Background: an optimization exercise with open tools, aiming at small area and a short achievable clock period. Do not read the settings as production practice. Function was checked by simulation only, so behaviour that the tests miss may differ from the original. The clock port is modelled as an ideal driver; clocking choices that lean on that would not hold on a real chip. Power is estimated from default activity; no workload was simulated.

## flow/design.v (module list and top-level ports; edited modules follow where they fit)
// module multiplier: 6341 lines
// module bsel8: 3 lines
// module mfa: 4 lines
// module cpa_gp_a: 4 lines
// module cpa_gp_o: 4 lines
// module cpa_g_a: 3 lines
// module cpa_g_o: 3 lines
// module cpa_p_a: 3 lines
// module cpa_p_o: 3 lines
// module mha: 4 lines
module multiplier (
  input clock, reset,
  input unsigned [63:0] mcand, mplier,
  input [6-1:0] insn_tag_in,
  input [6-1:0] result_tag_in,
  input start,
  output [63:0] product,
  output [6-1:0] insn_tag,
  output [6-1:0] result_tag,
  output done
);
  // ...
==> flow/flow/run.sh <==
#!/bin/bash
# Standard layout with two changes, both after synthesis:
#  - after global placement, combinational cells that synthesis sized up are set back to their
#    smallest size and the port buffers to plain buffers (flow/downsize.tcl); the flow's own
#    timing repair then sizes up only what the setup margin needs;
#  - clock tree synthesis without dummy loads, with larger sink clusters (fewer leaf buffers).
# Each tool's output goes to a log file of its own in this folder.
set -uo pipefail
export CTS_ARGS="-sink_clustering_enable -repair_clock_nets -dont_use_dummy_load -sink_clustering_size 20 -sink_clustering_max_diameter 150"
bash standard.sh synth > log_1_synth.txt 2>&1 || exit 1
bash standard.sh place > log_2_floorplan_place.txt 2>&1 || exit 1
openroad -no_init -exit flow/downsize.tcl > log_3_downsize.txt 2>&1 || exit 1
bash standard.sh > log_4_cts_route_finish.txt 2>&1 || exit 1
==> flow/flow/downsize.tcl <==
# Set every combinational cell that synthesis sized up back to its smallest (_1) variant, and
# the port buffers to plain buffers. The later repair steps of the standard flow size up again
# only what the setup margin needs.
set R orfs/results/$::env(FLOW_PLATFORM)/multiplier/base
set P $::env(FLOW_HOME)/platforms/$::env(FLOW_PLATFORM)
read_db $R/3_place.odb
read_liberty $P/lib/sky130_fd_sc_hd__tt_025C_1v80.lib
read_sdc $R/3_place.sdc
source $P/setRC.tcl
estimate_parasitics -placement
puts "before: area [rsz::design_area] ws [worst_slack -max]"
set n 0
set nport 0
set ibuf [get_lib_cells sky130_fd_sc_hd__buf_1]
set obuf [get_lib_cells sky130_fd_sc_hd__buf_1]
foreach inst [get_cells *] {
  set name [get_property $inst full_name]
  set lc [get_property $inst ref_name]
  if {[string match input* $name]} {
    if {[string match *clkdlybuf* $lc]} { replace_cell $inst $ibuf; incr nport }
    continue
  }
  if {[string match output* $name]} {
    if {[string match *clkdlybuf* $lc]} { replace_cell $inst $obuf; incr nport }
    continue
  }
  if {[regexp {^(sky130_fd_sc_hd__[a-z0-9]+)_([0-9]+)$} $lc -> base drive] && $drive > 1} {
    if {[regexp {df|dl|sdf|edf|clk|conb|tap|fill|decap|diode|probe|lpflow} $base]} { continue }
    set new [get_lib_cells -quiet ${base}_1]
    if {[llength $new]} { replace_cell $inst $new; incr n }
  }
}
puts "downsized $n, port buffers replaced $nport"
detailed_placement
estimate_parasitics -placement
puts "after: area [rsz::design_area] ws [worst_slack -max]"
write_db $R/3_place.odb
==> flow/standard.sh <==
#!/bin/bash
# synth_recipe.tcl (not shown) runs the flow's synth.tcl, then flattens the netlist and writes it again
# the make line also repeats each setting of config.mk as NAME=value (left out here)
make -C /OpenROAD-flow-scripts/flow DESIGN_CONFIG=/design/flow/config.mk WORK_HOME=/design/flow/orfs CLKGATE_MAP_FILE= SYNTH_SCRIPT=/design/flow/synth_recipe.tcl "${@:-finish}"
==> flow/config.mk <==
export PLATFORM = sky130hd
export DESIGN_NAME = multiplier
export DESIGN_NICKNAME = multiplier
export VERILOG_FILES = /design/flow/design.v
export SDC_FILE = /design/flow/constraint.sdc
export NUM_CORES = 4
export LEC_CHECK = 0
export CAP_MARGIN = 10
export CORE_MARGIN = 2
export CORE_UTILIZATION = 35
export PLACE_DENSITY = 0.7
export SETUP_SLACK_MARGIN = 3.4
export SLEW_MARGIN = 10
export SYNTH_HIERARCHICAL = 1
export TNS_END_PERCENT = 10
==> flow/constraint.sdc <==
create_clock -name core_clock -period 6.0 [get_ports {clock}]
set_input_delay 1.2000 -clock core_clock [delete_from_list [all_inputs] [get_ports {clock}]]
set_output_delay 1.2000 -clock core_clock [all_outputs]
set_load 0.01 [all_outputs]
==> flow_summary.yaml, run 1 <==
floorplan:
  rows: 161
  dieArea_sq_um: 196000
global_route:
  grt_first_pass_wirelength_mm: 389
  grt_pass1_vias: 53100
setup_path:
  r2r_slack_ns: 3.24
  cp.arrival_ns: 3.34
  critPathTopFamily: "adder cells"
  cp_slowest_cell: "dfxtp_2"
drt:
  num_vias: 53400
  dr.first_iter.drc_count: 8108
  vias_per_cell: 6.44
  wl_met3_mm: 40.0
  wl_mm: 281
  drt_pass1_iterations: 12
  wl_per_cell_um: 33.9
synth:
  synth_cell_types: 25
  synth-xor-area-share: 0.115
  ys.flop_type: "dfxtp_1"
  syn-num-nets: 6158
  synth_top_area_cell: "dfxtp_1"
  synth_compound_area_frac: 0.302
  ys.warnings.count: 10
  netlist.area_leader.share: 0.338
  synthTopCellsByCount: "1138 x dfxtp_1, 799 x xnor2_1, 672 x a221oi_2, 672 x a22o_1, 597 x fa_1"
  synth-seq-cells: 1138
clock_network:
  clkTransAtPathRegs_ns: 0.09
  clk_path_buf_depth: 3
  clock-sinks: 1138
layout:
  layout_common_cells: "999 x dfxtp_1, 796 x xnor2_1, 672 x a22o_1"
  layout-drive-gt1-share: 0.118
  multi_input_comb_cells: 4062
  clockNetworkAreaShare: 0.0235
power_and_ir_drop:
  p_sw_mw: 21.4
  p_total_mw: 45.0
  leakage_nw: 25.3
hold_path:
  hp-class: "reg -> reg"
outcome:
  status: "timing/DRC/antenna clean"
sta:
  tightest_slew_ns: 1.06
  final_max_slew_viol_count: 0
  max_slew_margin: 0.292
==> run 2: changes to the inputs <==
--- a/flow/flow/run.sh
+++ b/flow/flow/run.sh
@@ -1,3 +1,3 @@
 #!/bin/bash
-# Standard layout with two changes, both after synthesis:
+# Standard layout with three changes, all after synthesis:
 #  - after global placement, combinational cells that synthesis sized up are set back to their
@@ -5,3 +5,5 @@
 #    timing repair then sizes up only what the setup margin needs;
-#  - clock tree synthesis without dummy loads, with larger sink clusters (fewer leaf buffers).
+#  - clock tree synthesis without dummy loads, with larger sink clusters (fewer leaf buffers);
+#  - after clock tree synthesis and its timing repair, cells whose paths keep ample slack are
+#    sized back down (flow/recover.tcl), checking the worst slack after every change.
 # Each tool's output goes to a log file of its own in this folder.
@@ -12,2 +14,4 @@
 openroad -no_init -exit flow/downsize.tcl > log_3_downsize.txt 2>&1 || exit 1
-bash standard.sh > log_4_cts_route_finish.txt 2>&1 || exit 1
+bash standard.sh cts > log_4_cts.txt 2>&1 || exit 1
+openroad -no_init -exit flow/recover.tcl > log_5_recover.txt 2>&1 || exit 1
+bash standard.sh > log_6_route_finish.txt 2>&1 || exit 1
==> flow/flow/recover.tcl (new file) <==
# Area recovery after clock tree synthesis: size down cells whose paths keep ample slack.
# A cell is set to a smaller drive of the same type only if the slack through its output
# stays at least GUARD above the design's worst slack; otherwise it is put back.
set R orfs/results/$::env(FLOW_PLATFORM)/multiplier/base
set P $::env(FLOW_HOME)/platforms/$::env(FLOW_PLATFORM)
read_db $R/4_cts.odb
read_liberty $P/lib/sky130_fd_sc_hd__tt_025C_1v80.lib
read_sdc $R/4_cts.sdc
source $P/setRC.tcl
set_propagated_clock [all_clocks]
estimate_parasitics -placement
set ws [worst_slack -max]
set guard 0.12
puts "before: area [rsz::design_area] ws $ws"
set cands {}
foreach inst [get_cells *] {
  set lc [get_property $inst ref_name]
  if {![regexp {^(sky130_fd_sc_hd__[a-z0-9]+)_([0-9]+)$} $lc -> base drive] || $drive < 2} { continue }
  if {[regexp {df|dl|sdf|edf|clk|conb|tap|fill|decap|diode|probe|lpflow} $base]} { continue }
  set opin ""
  foreach p [get_pins -of_objects $inst] {
    if {[get_property $p direction] eq "output"} { set opin $p; break }
  }
  if {$opin eq ""} { continue }
  set s [get_property $opin slack_max]
  if {$s eq "INF" || $s < $ws + 2*$guard} { continue }
  lappend cands [list $inst $base $drive $opin $s]
}
set cands [lsort -real -decreasing -index 4 $cands]
set n 0
foreach c $cands {
  lassign $c inst base drive opin s0
  set orig [get_lib_cells ${base}_$drive]
  foreach d {1 2 4} {
    if {$d >= $drive} { break }
    set new [get_lib_cells -quiet ${base}_$d]
    if {![llength $new]} { continue }
    replace_cell $inst $new
    estimate_parasitics -placement
    set s [get_property $opin slack_max]
    if {$s ne "INF" && $s >= $ws + $guard && [worst_slack -max] >= $ws - 0.002} { incr n; break }
    replace_cell $inst $orig
    estimate_parasitics -placement
  }
}
puts "downsized $n of [llength $cands]"
detailed_placement
estimate_parasitics -placement
puts "after: area [rsz::design_area] ws [worst_slack -max]"
write_db $R/4_cts.odb
==> flow_summary.yaml, run 2 <==
clock_network:
  insertion_delay_ns: 0.71
  clock-sinks: 1138
  numCtsBuffers: 67
  cts_htree_levels: 3
  clk_path_buf_depth: 3
  cts_tree: "yes"
  clkTransAtPathRegs_ns: 0.10
  cts_root_buf: "clkbuf_16"
  cts_hold_buf: 0
drt:
  vias_per_cell: 6.44
  route.met2.wl_mm: 114
  wl_per_cell_um: 33.9
  dr.first_iter.drc_count: 8048
  m1WireLength_mm: 100
  top_layer: "met5"
  drt_pass1_iterations: 11
  wl_met3_mm: 40.9
  drtAntennaViolNets: 0
  wl_mm: 281
  num_vias: 53300
  drc: 0
sta:
  min_period_over_period: 0.460
  fin_setup_tns_ns: 0
  tightest_slew_ns: 1.10
  rsz0062_at_grt: "true"
  max_slew_margin: 0.266
  finalClockSkew_ns: 0.0563
  fmax_mhz: 362
  period_needed_ns: 2.76
  final.setup.worst_slack_ns: 3.24
  whs_ns: 0.313
  hold_viol: 0
  setup_viol: 0
  final_max_slew_viol_count: 0
job:
  maxCapViolCount: 0
layout:
  finalNonFillerCells: 8283
  largest_reg_flops: 320
  utilization: 0.371
  top_register: "p_r"
  fin_nets: 6652
  layout_common_cells: "999 x dfxtp_1, 796 x xnor2_1, 672 x a22o_1"
  area_growth_pct: 5.67
  reg_top3: "p_r: 320 flops, s_a3: 64 flops, s_a: 63 flops"
  mostFrequentLayoutCell: "dfxtp_1"
  layout-drive-gt1-share: 0.118
  fin_area_sq_um: 71300
floorplan:
  fp.dieH_um: 443
  dieArea_sq_um: 196000
  start_util: 0.351
  io_pins: 220
  rows: 161
  die_w_um: 443
  core-area_sq_um: 192000
setup_path:
  start_kind: "flip-flop"
  r2r_slack_ns: 3.24
  worstSetupPathType: "reg -> reg"
  reg2regPathDepth: 6
  startpoint: "s_a[23]"
  crit_chain: "buf_2, a22o_1, a221oi_1, xnor2_1, fa_1, fa_1"
  cp.required_ns: 6.57
  crit_top_cell: "fa_1"
  regToRegEndpoint: "r1_1295"
  critPathTopFamily: "adder cells"
  worst-path-buf-inv: 1
  cp.arrival_ns: 3.33
  r2r_start: "s_a[23]"
  endpoint_kind: "flip-flop"
  critical-path-max-stage-delay_ns: 0.66
  cp_slowest_cell: "dfxtp_4"
  critPathMaxFanout: 16
synth:
  synth_cell_types: 25
  synthTopCellsByCount: "1138 x dfxtp_1, 799 x xnor2_1, 672 x a221oi_2, 672 x a22o_1, 597 x fa_1"
  avgSynthCellArea_sq_um: 12.9
  synth-seq-cells: 1138
  ys.flop_type: "dfxtp_1"
  ys.warnings.count: 10
  seq_area_frac_synth: 0.338
  synth_edf_count: 0
  synthesis.instances: 5248
  syn-num-nets: 6158
  netlist.area_leader.share: 0.338
  synth_top_area_cell: "dfxtp_1"
  ys_top_cells_by_area: "dfxtp_1 34%, fa_1 18%, a221oi_2 15%"
  yosysMostFrequentCell: "dfxtp_1"
  netlist_area_sq_um: 67500
  synthArstFlopShare: 0
placement:
  post_dp_cell_area_sq_um: 74200
  numPortBuffers: 219
  gp_congestion: 0.985
  place_inst: 8101
  dp_hpwl_mm: 176
  post-place-ws_ns: 1.84
global_route:
  grt_max_degree: 56
  grt_overflow: 0
  antenna_found_initial: 15
  grt_pass1_vias: 53100
  grt_first_pass_wirelength_mm: 389
  grt_util_all_layers: 0.270
hold_path:
  hp-class: "reg -> reg"
  hold_end: "it_r[6][1]"
  hold_start: "it_r[5][1]"
  hold_path_depth: 0
power_and_ir_drop:
  power_density_nw_per_um2: 631
  leakage_nw: 25.2
  p_total_mw: 45.0
  ir_worst_vdd_mv: 0.634
outcome:
  status: "timing/DRC/antenna clean"
## run 2: how the worst max path moves through the flow
stage | end | cells after the start | slack (ns)
floorplan | s_a3[63] | 10 | 3.24
global placement | s_a3[61] | 10 | 1.83
detailed placement | s_a3[61] | 10 | 1.84
CTS | r1_1541 | 5 | 3.25
global route | s_a3[63] | 11 | 3.30
finish | r1_1295 | 6 | 3.24
## run 2: power breakdown
part / internal (mW) / switching, mW
Sequential: 11.1 / 2.42
Combinational: 10.5 / 16.4
Clock: 1.99 / 2.55
Total: 23.6 / 21.4
## run 2: per-layer routing
layer	vias to the layer above	GRT usage
met1	26000	0.320
li1	21000	-
met4	26	0.174
met2	4728	0.393
met3	1593	0.122
met5	-	0.0166
## run 2: cell type report
| class | count | area (sq um) |
|---|---|---|
| inverter | 39 | 146 |
| tap | 2526 | 3160 |
| clock buffer | 67 | 1680 |
| fill | 19200 | 121000 |
| sequential | 1138 | 23200 |
| multi-input combinational | 4062 | 39900 |
| antenna | 17 | 42.5 |
| timing repair buffer | 434 | 3160 |
## run 2: logic make-up after synthesis
| group | count (synthesis) | share of synthesized area |
|---|---|---|
| compound gates | 1892 | 0.302 |
| flops | 1138 | 0.338 |
| xor+xnor | 884 | 0.115 |
| fa+ha+maj | 767 | 0.209 |
| simple gates | 499 | 0.0304 |
| buf+inv | 48 | 0.00330 |
| mux | 20 | 0.00297 |
## run 2: worst register-to-register path: cells and delay by family, from the launching register on
family	cells	cell delay (ns)
compound gates	2	0.25
xor+xnor	1	0.32
fa+ha+maj	2	0.97
buf+inv	1	0.43
flops	1	0.66
## run 2: Yosys stat by module, one instance, submodules excluded
module	area, sq um	cells inside	times used
multiplier	27700	1729	1
bsel8	32.5	3	672
mfa	20.0	1	597
cpa_gp_a	12.5	2	204
cpa_gp_o	12.5	2	148
mha	12.5	1	54
cpa_g_a	8.76	1	57
cpa_g_o	5.00	1	57
cpa_p_a	3.75	1	20
cpa_p_o	3.75	1	14
## run 2: what timing repair did
action / in CTS / in global routing
endpoints found under the hold margin: 0 / 0
pin swaps: 1 / 25
gates resized for setup: 763 / 365
buffers inserted: 37 / 60
setup endpoints to repair: 427 / 301
gates cloned: 1 / 0

-- re-timing with driven ports --
In the flow no input, the clock included, has a driving cell. The finished layouts below were timed again as built, in two steps. Step 1 sets driving cells, clkbuf_16 on the clock port and buf_2 on the other inputs (assumed; they add their load-dependent delay and slew). Step 2 also shifts input and output timing later by t, the mid clock arrival at the registers, as if the neighbouring blocks saw the same clock. Three values: no drivers, after step 1, after step 2; two values: the first two.
run | t (ns) | slack for setup (ns) | worst register clock-pin slew, ns | pins driven straight from the clock port
run 1 | 0.781 | 3.243 / 3.243 / 2.652 | 0.11 / 0.11 | 1
run 2 | 0.774 | 3.238 / 3.238 / 2.662 | 0.11 / 0.11 | 1
After both steps every run listed still meets setup and hold. The setup slack of run 1, which loses most, moves by 0.000 ns with the drivers and by -0.591 ns with both steps.
